What follows belongs to an exercise in optimizing a design on an open flow for a short achievable clock period and few clock cycles; a production flow would make more cautious choices.
Function was checked by simulation only, so behaviour that the tests miss may differ from the original.
Power and IR drop assume default switching activity.

## run.sh

```bash
#!/bin/bash
# synth_recipe.tcl (not shown) runs the flow's synth.tcl, then flattens the netlist and writes it again
# the make line also repeats each setting of config.mk as NAME=value (left out here)
make -C /OpenROAD-flow-scripts/flow DESIGN_CONFIG=/design/flow/config.mk WORK_HOME=/design/flow/orfs CLKGATE_MAP_FILE= SYNTH_SCRIPT=/design/flow/synth_recipe.tcl finish
```

## config.mk

```make
export PLATFORM = sky130hd
export DESIGN_NAME = gpu_core
export DESIGN_NICKNAME = gpu_core
export VERILOG_FILES = /design/flow/design.v
export SDC_FILE = /design/flow/constraint.sdc
export NUM_CORES = 4
export LEC_CHECK = 0
export CAP_MARGIN = 20
export CORE_MARGIN = 2
export CORE_UTILIZATION = 40
export SLEW_MARGIN = 20
```

## constraint.sdc

```tcl
create_clock -name core_clock -period 10.0 [get_ports {clk}]
set_input_delay 2.0000 -clock core_clock [delete_from_list [all_inputs] [get_ports {clk}]]
set_output_delay 2.0000 -clock core_clock [all_outputs]
set_load 0.01 [all_outputs]
```

## design.v

```verilog
module regs(input clk, input rst,
            input [3:0] rin0, output reg[31:0] rout0,
            input [3:0] rin1, output reg[31:0] rout1,
            input       wen0, input[3:0] win0, input[31:0] wdata0,
            input [1:0] rpred, output reg predout,
            input       wpreden, input[1:0] wpred, input write_pred_value,
            input       writing_regs, input[255:0] change_me,
            input       give_me, output reg [255:0] the_regs
            );
   reg [31:0]           data[0:15];
   reg                  pred[3:0];
   integer              i;
   always @(posedge clk) begin
      if (writing_regs) begin
         for (i = 0; i < 8; i = i + 1) begin
            data[i] <= change_me[(32*(8 - i - 1)+31)-:32];
         end
         i = 0;
      end
      for (i = 0; i < 8; i = i + 1) begin
        the_regs[(32*(8 - i - 1)+31)-:32] <= data[i];
      end
      i = 0;
      rout0 <= data[rin0];
      rout1 <= data[rin1];
      predout <= pred[rpred];
      if (wen0) begin
         data[win0] <= wdata0;
      end
      if (rst) begin
         pred[0] <= 1;
         pred[1] <= 1;
         pred[2] <= 1;
         pred[3] <= 1;
      end
      else if (wpreden) begin
         pred[wpred] <= write_pred_value;
      end
   end
endmodule
module processor(input            clk,
                 input         rst,
                 output [15:0] curr_pc, input [31:0] instr,
                 output [3:0]  readreg0, input signed [31:0] in_reg0,
                 output [3:0]  readreg1, input signed [31:0] in_reg1,
                 output        reg_wen, output [3:0] reg_waddr, output [31:0] reg_wval,
                 output [1:0]  pred, input pred_val,
                 output        pred_wen, output [1:0] pred_waddr, output pred_wval,
                 output        mem_ren, output [15:0] readmem0, input [31:0] in_mem0,
                 output        mem_wen, output [15:0] mem_waddr, output [31:0] mem_wval,
                 output        queue_wen, output[3:0] queue_number,
                 output        request_new_pc, input set_pc, input[15:0] new_pc);
   reg                         request_new_pc_;
   assign request_new_pc = request_new_pc_;
   reg [15:0]                  pc;
   assign curr_pc = (set_pc ? new_pc : continue_on ? pc + 1 : pc);
   reg [2:0] stage;
   reg [31:0] saved_ins;
   wire [31:0] ins = stage == 0 ? instr : saved_ins;
   assign pred = ins[31:30];
   wire        optype = ins[29];
   wire [4:0]  opcode = ins[28:24];
   assign readreg0 = ins[23:20];
   assign readreg1 = ins[19:16];
   wire [3:0]  tgtreg = (opcode == 0 || opcode == 5 || opcode == 6 || opcode == 8) ? ins[19:16] :
               (opcode == 12) ? ins[23:20] : ins[15:12];
   wire [15:0] constant = ins[15:0];
   wire        dont_write = (stage == 1 && (pred_val == 0 && pred != 0)) || request_new_pc;
   wire        continue_on = (stage == 1 && (pred_val == 0 && pred != 0)) ||
               (stage == 1 && (opcode == 1 || opcode == 2 || opcode == 3 || opcode == 4 || opcode == 5 || opcode == 6 || opcode == 7 || opcode == 8 || opcode == 9 || opcode == 10 || opcode == 11 || opcode == 12 || opcode == 13 || opcode == 14 || opcode == 15 || opcode == 16)) ||
               (stage == 2 && (opcode == 0));
   assign mem_ren = !request_new_pc && stage == 1 && opcode == 0;
   assign readmem0 = in_reg0[15:0];
   assign mem_wen = !dont_write && (stage == 1 && opcode == 1);
   assign mem_waddr = in_reg1[15:0];
   assign mem_wval = in_reg0;
   assign queue_wen = !dont_write && ((stage == 1 && opcode == 15) || (stage == 1 && opcode == 14));
   assign queue_number = opcode == 15 ? constant[3:0] : in_reg0[3:0];
   assign pred_wen = !dont_write && (stage == 1 && opcode == 13);
   assign pred_waddr = tgtreg[1:0];
   assign pred_wval = in_reg0_tmp < in_reg1_tmp;
   wire signed [15:0] in_reg0_tmp = in_reg0[15:0];
   wire signed [15:0] in_reg1_tmp = in_reg1[15:0];
   wire signed [15:0] mult = in_reg0_tmp * in_reg1_tmp;
   assign reg_wen = !dont_write && ((stage == 1 && opcode == 12) || (stage == 1 && (opcode == 2 || opcode == 3 || opcode == 4 || opcode == 5 || opcode == 6 || opcode == 7 || opcode == 8 || opcode == 9 || opcode == 10 || opcode == 11)) || (stage == 2 && (opcode == 0)));
   assign reg_waddr = tgtreg;
   assign reg_wval = opcode == 2 ? ({{16{1'b0}}, mult}) :
                     opcode == 3 ? (in_reg0 + in_reg1) :
                     opcode == 4 ? (in_reg0 - in_reg1) :
                     opcode == 5 ? (in_reg0 >> constant) :
                     opcode == 6 ? (in_reg0 << constant) :
                     opcode == 7 ? (in_reg0 & in_reg1) :
                     opcode == 8 ? (~in_reg0) :
                     opcode == 9 ? (in_reg0 ^ in_reg1) :
                     opcode == 10 ? (in_reg0 | in_reg1) :
                     opcode == 11 ? (~(in_reg0 & in_reg1)) :
                     opcode == 12 ? ({{16{1'b0}}, constant}) :
                     opcode == 0 ? in_mem0 : 0;
   always @(posedge clk) begin
      if (rst) begin
         request_new_pc_ <= 1;
         stage <= 0;
         pc <= 0;
      end
      else if (set_pc && request_new_pc) begin
         pc <= new_pc;
         request_new_pc_ <= 0;
      end
      else if (!request_new_pc) begin
         if (stage == 0) begin
            saved_ins <= ins;
         end
         if (stage == 1) begin
            if (opcode == 16) begin
               request_new_pc_ <= 1;
            end
         end
         if (continue_on) begin
            pc <= pc + 1;
            stage <= 0;
         end
         else begin
            stage <= stage + 1;
         end
      end
   end
endmodule
module gpu_core(input          clk,
                input          rst,
                output         idle,
                input          start,
                input [15:0]   start_pc,
                input [255:0]  start_regs,
                output [15:0]  imem_addr,
                input [31:0]   imem_rdata,
                output         dmem_ren,
                output [15:0]  dmem_raddr,
                input [31:0]   dmem_rdata,
                output         dmem_wen,
                output [15:0]  dmem_waddr,
                output [31:0]  dmem_wdata,
                output         queue_wen,
                output [3:0]   queue_number,
                output [255:0] queue_regs);
   wire [3:0]                  readreg0;
   wire [3:0]                  readreg1;
   wire [31:0]                 reg0_output;
   wire [31:0]                 reg1_output;
   wire                        reg_wen;
   wire [3:0]                  reg_waddr;
   wire [31:0]                 reg_wval;
   wire [1:0]                  pred;
   wire                        pred_val;
   wire                        pred_wen;
   wire [1:0]                  pred_waddr;
   wire                        pred_wval;
   wire                        request_new_pc;
   wire                        writing_regs = start && request_new_pc;
   regs curr_regs(clk, rst,
                  readreg0, reg0_output,
                  readreg1, reg1_output,
                  reg_wen, reg_waddr, reg_wval,
                  pred, pred_val,
                  pred_wen, pred_waddr, pred_wval,
                  writing_regs, start_regs,
                  queue_wen, queue_regs);
   processor proc1(clk, rst,
                   imem_addr, imem_rdata,
                   readreg0, reg0_output,
                   readreg1, reg1_output,
                   reg_wen, reg_waddr, reg_wval,
                   pred, pred_val,
                   pred_wen, pred_waddr, pred_wval,
                   dmem_ren, dmem_raddr, dmem_rdata,
                   dmem_wen, dmem_waddr, dmem_wdata,
                   queue_wen, queue_number,
                   request_new_pc, start, start_pc);
   assign idle = request_new_pc;
endmodule
```

==> notes.md <==
registers in the layout, indices dropped and copies added (netlist names):
name	count
curr_regs.pred	4
curr_regs.rout0	32
proc1.saved_ins	31
curr_regs.rout1	32
queue_regs	256
proc1.pc	16
proc1.stage	3
curr_regs.data	512
curr_regs.predout	1
proc1.request_new_pc_	1
how the worst max path moves through the flow:
stage                    from             to  slack, ps
6_report       imem_rdata[27]   imem_addr[2]       1470
5_1_grt        imem_rdata[27]  imem_addr[11]       1200
4_1_cts        imem_rdata[27]   imem_addr[2]       1510
3_5_place_dp   imem_rdata[27]   imem_addr[2]       1520
3_3_place_gp   imem_rdata[27]  imem_addr[11]       1580
2_1_floorplan  imem_rdata[25]   imem_addr[4]       3530
cell families after synthesis:
logic type      count (synthesis)
compound gates                926
xor+xnor                       80
fa+ha+maj                     242
buf+inv                       674
flops                         888
mux                           301
simple gates                 2511
layout make-up:
class	instances	area (µm²)	share of cell area (%)
multi-input combinational	4060	26200	41.0
tap	1742	2180	3.41
clock inverter	48	527	0.825
clock buffer	138	2840	4.45
antenna	16	40.0	0.0627
sequential	888	23200	36.4
timing repair buffer	816	7920	12.4
inverter	248	951	1.49
per-stage QoR:
step | utilization (%) | setup slack, ps | instance area, µm² | hold slack (ps) | power, µW
after floorplan | - | 3530 | 51900 | 370 | 11800
after global placement | 46.8 | 1580 | 60400 | 377 | 15800
after detailed placement | 46.8 | 1520 | 60400 | 382 | 15900
after CTS | 49.4 | 1510 | 63800 | 376 | 19700
after global routing | 49.4 | 1200 | 63800 | 405 | 20900
final | 49.4 | 1470 | 63900 | 393 | 19900
cell usage in the layout (no fill, tap or decap), types with 103 or more instances in the layout:
cell type	instances
nor2_1	196
nand3_1	571
a21oi_1	128
ha_1	161
inv_1	234
nand2_1	1419
dfxtp_1	344
clkdlybuf4s50_1	680
edfxtp_1	544
buf_4	127
o21ai_0	119
a311oi_1	136
clkbuf_16	103
power breakdown:
group	total (µW)	internal, µW	switching [µW]
clock	3800	2180	1630
sequential	4610	4280	325
combinational	11500	4120	7380
worst reg2reg max path: stages (launching register included):
cell and delay (ps):
dfxtp_1 300, buf_4 310, clkinv_1 500, nor2_1 290, fa_1 440, fa_1 440, ha_1 200, fa_1 480
inv_1 60, fa_1 480, fa_1 490, inv_1 40, ha_1 220, or2_2 320, o311ai_0 440, a21boi_0 170
o21a_1 220, o41ai_1 380, xnor2_1 210, a21oi_2 860, inv_1 320
per-layer routing:
layer	vias up	track usage [%]	routed length, µm
met2	3636	59.9	118000
met1	24553	50.8	101000
met5	-	0	103
met3	648	9.93	31800
met4	16	25.2	20500
li1	21042	-	-
==> results.toml <==
[clocking]
postCtsSetupBuffers = 0
clk_path_buf_depth = 3
htree_levels = 3
clock-sinks = 888
clk-insertion-delay-late_ps = 730
cts_buffers = 99
cts_hold_buffers = 0
cts-root-buf = "clkbuf_16"
cts_tree = "done"
clk_pin_slew_ps = 60
cts_resized = 0

[logic_synthesis]
synth_area_um2 = 51900
synth_top_cells_by_count = "nand2_1, nand3_1, edfxtp_1, dfxtp_1, clkbuf_1"
synth.distinct_cells = 116
synth-seq-cells = 888
synth.top_cell.area_share_pct = 31.4
async_flop_share_pct = 0
ys_top_cells_by_area = "edfxtp_1, dfxtp_1, nand2_1, nand3_1, ha_1"
avgSynthCellArea_um2 = 9.24
netlist.top_cell.by_area = "edfxtp_1"
synth_compound_area_share_pct = 13.0
synth.most_common_cell = "nand2_1"
synth_edf_count = 544
synth_top_family_by_area = "simple AND/OR/NAND/NOR gates"
synthFlopType = "edfxtp_1"
yosys.area_share.xor_xnor_pct = 1.35
synth_fa_ha_area_share_pct = 7.00
synth-simple-area-share_pct = 21.3
yosys_warnings = 2
synth_nets = 6203
ys_seq_area_share_pct = 44.7
syn_inst = 5622
yosys-mux-area-fraction_pct = 7.10

[setup_path]
worstSetupPathType = "in -> out"
path_depth = 12
setup.worst_path.end_class = "primary output"
cp_num_buf_inv = 4
cpMaxStageDelayCell = "mux2i_1"
reg2regPathDepth = 20
critPathRequiredTime_ps = 8000
crit_top_cell = "nand2_1"
cp_max_fo = 33
r2r_end = "curr_regs.data[9][14]"
crit-reg2reg-launch = "curr_regs.rout0[3]"
path_delay_family = "buffers and inverters"
arrival_ps = 6530
critPathMaxStageDelay_ps = 840
critPathLaunchType = "input pin"
crit_chain = "clkdlybuf4s50_1 > mux2i_1 > inv_2 > nor3_4 > buf_4 > nand2_1 > o21a_1 > nand2_1 > nand2_1 > xor2_1 > o21ai_0 > clkdlybuf4s50_1"
r2r_slack_ps = 2510

[finish]
instances_no_fill = 7956
num-nets-final = 6694
drive_above_1_share_pct = 9.31
area_delta_synth_final_pct = 22.9
nFillCells = 12150

[detailed_routing]
routed_via_density = 6.27
ant_nets = 0
detail_route.wl_per_cell_um = 34.2
drt_pass1_iterations = 10
drc_errors = 0
routed-via-count = 49895
initialDrtViolationCount = 7648
routed_wl_mm = 272

[hold_path]
hold_path_depth = 0
hold_end = "queue_regs[137]"
hold_path.class = "reg -> reg"
min-delay-start = "curr_regs.data[3][9]"

[floorplanning]
die_area_um2 = 133000
start_util_pct = 40.2
pin_count = 683
num_rows = 132
die_w_um = 364
core_area_um2 = 129000
die_h_um = 364

[power_and_ir_drop]
p_leak_uw = 0.0252
ir_drop_mv = 1.28
powerDensity_nw_per_um2 = 312

[timing]
grt_setup_unrepaired = "no"
setup_viol = 0
fin_crit_ps = 8530
worst_clock_skew_ps = 38.4
slew_headroom_pct = 22.2
fmax_ghz = 0.117
hold_viol = 0
worst_pin_slew_ps = 1170
final_max_slew_viol_count = 0
tns_ps = 0
min_period_over_period_pct = 85.3

[grt]
grt_pass1_wl_mm = 368
first_global_vias = 46143
grt_overflow = 0
grt_use_total_pct = 39.7
antenna_found_initial = 30
grt_max_degree = 148

[outcome]
status = "timing/DRC/antenna clean"

[place]
io_buffers = 681
dp.cells = 7753
hpwlAfterDp_mm = 195
place_congestion = 1.03

[flow_run]
maxCapViolCount = 0
Testbench counts, summed over its fixed seeds: cycles 60,178.

==> what the ideal ports hide <==
No port has a modelled driver above. Below, the same layout with a new extraction and two added sets of constraints. Step 1 assumes that a clkbuf_16 drives the clock port and a buf_2 every other input. Step 2 times the ports against the registers' clock, not the clock port: input delays grow and output delays shrink by t, the midpoint of the rising clock arrivals with the driver on. Three values: ideal, step 1, step 2; two values: the first two.
t, ns: 0.795
slack for setup (ns): 1.468 / 1.446 / 1.446
slew at the worst register clock pin (ns): 0.07 / 0.07
worst data-port slew with drivers (ns): 0.19
After both steps setup and hold are still met in this run. For this run, drivers alone change the setup slack by -0.022 ns; drivers and shift together by -0.022 ns.
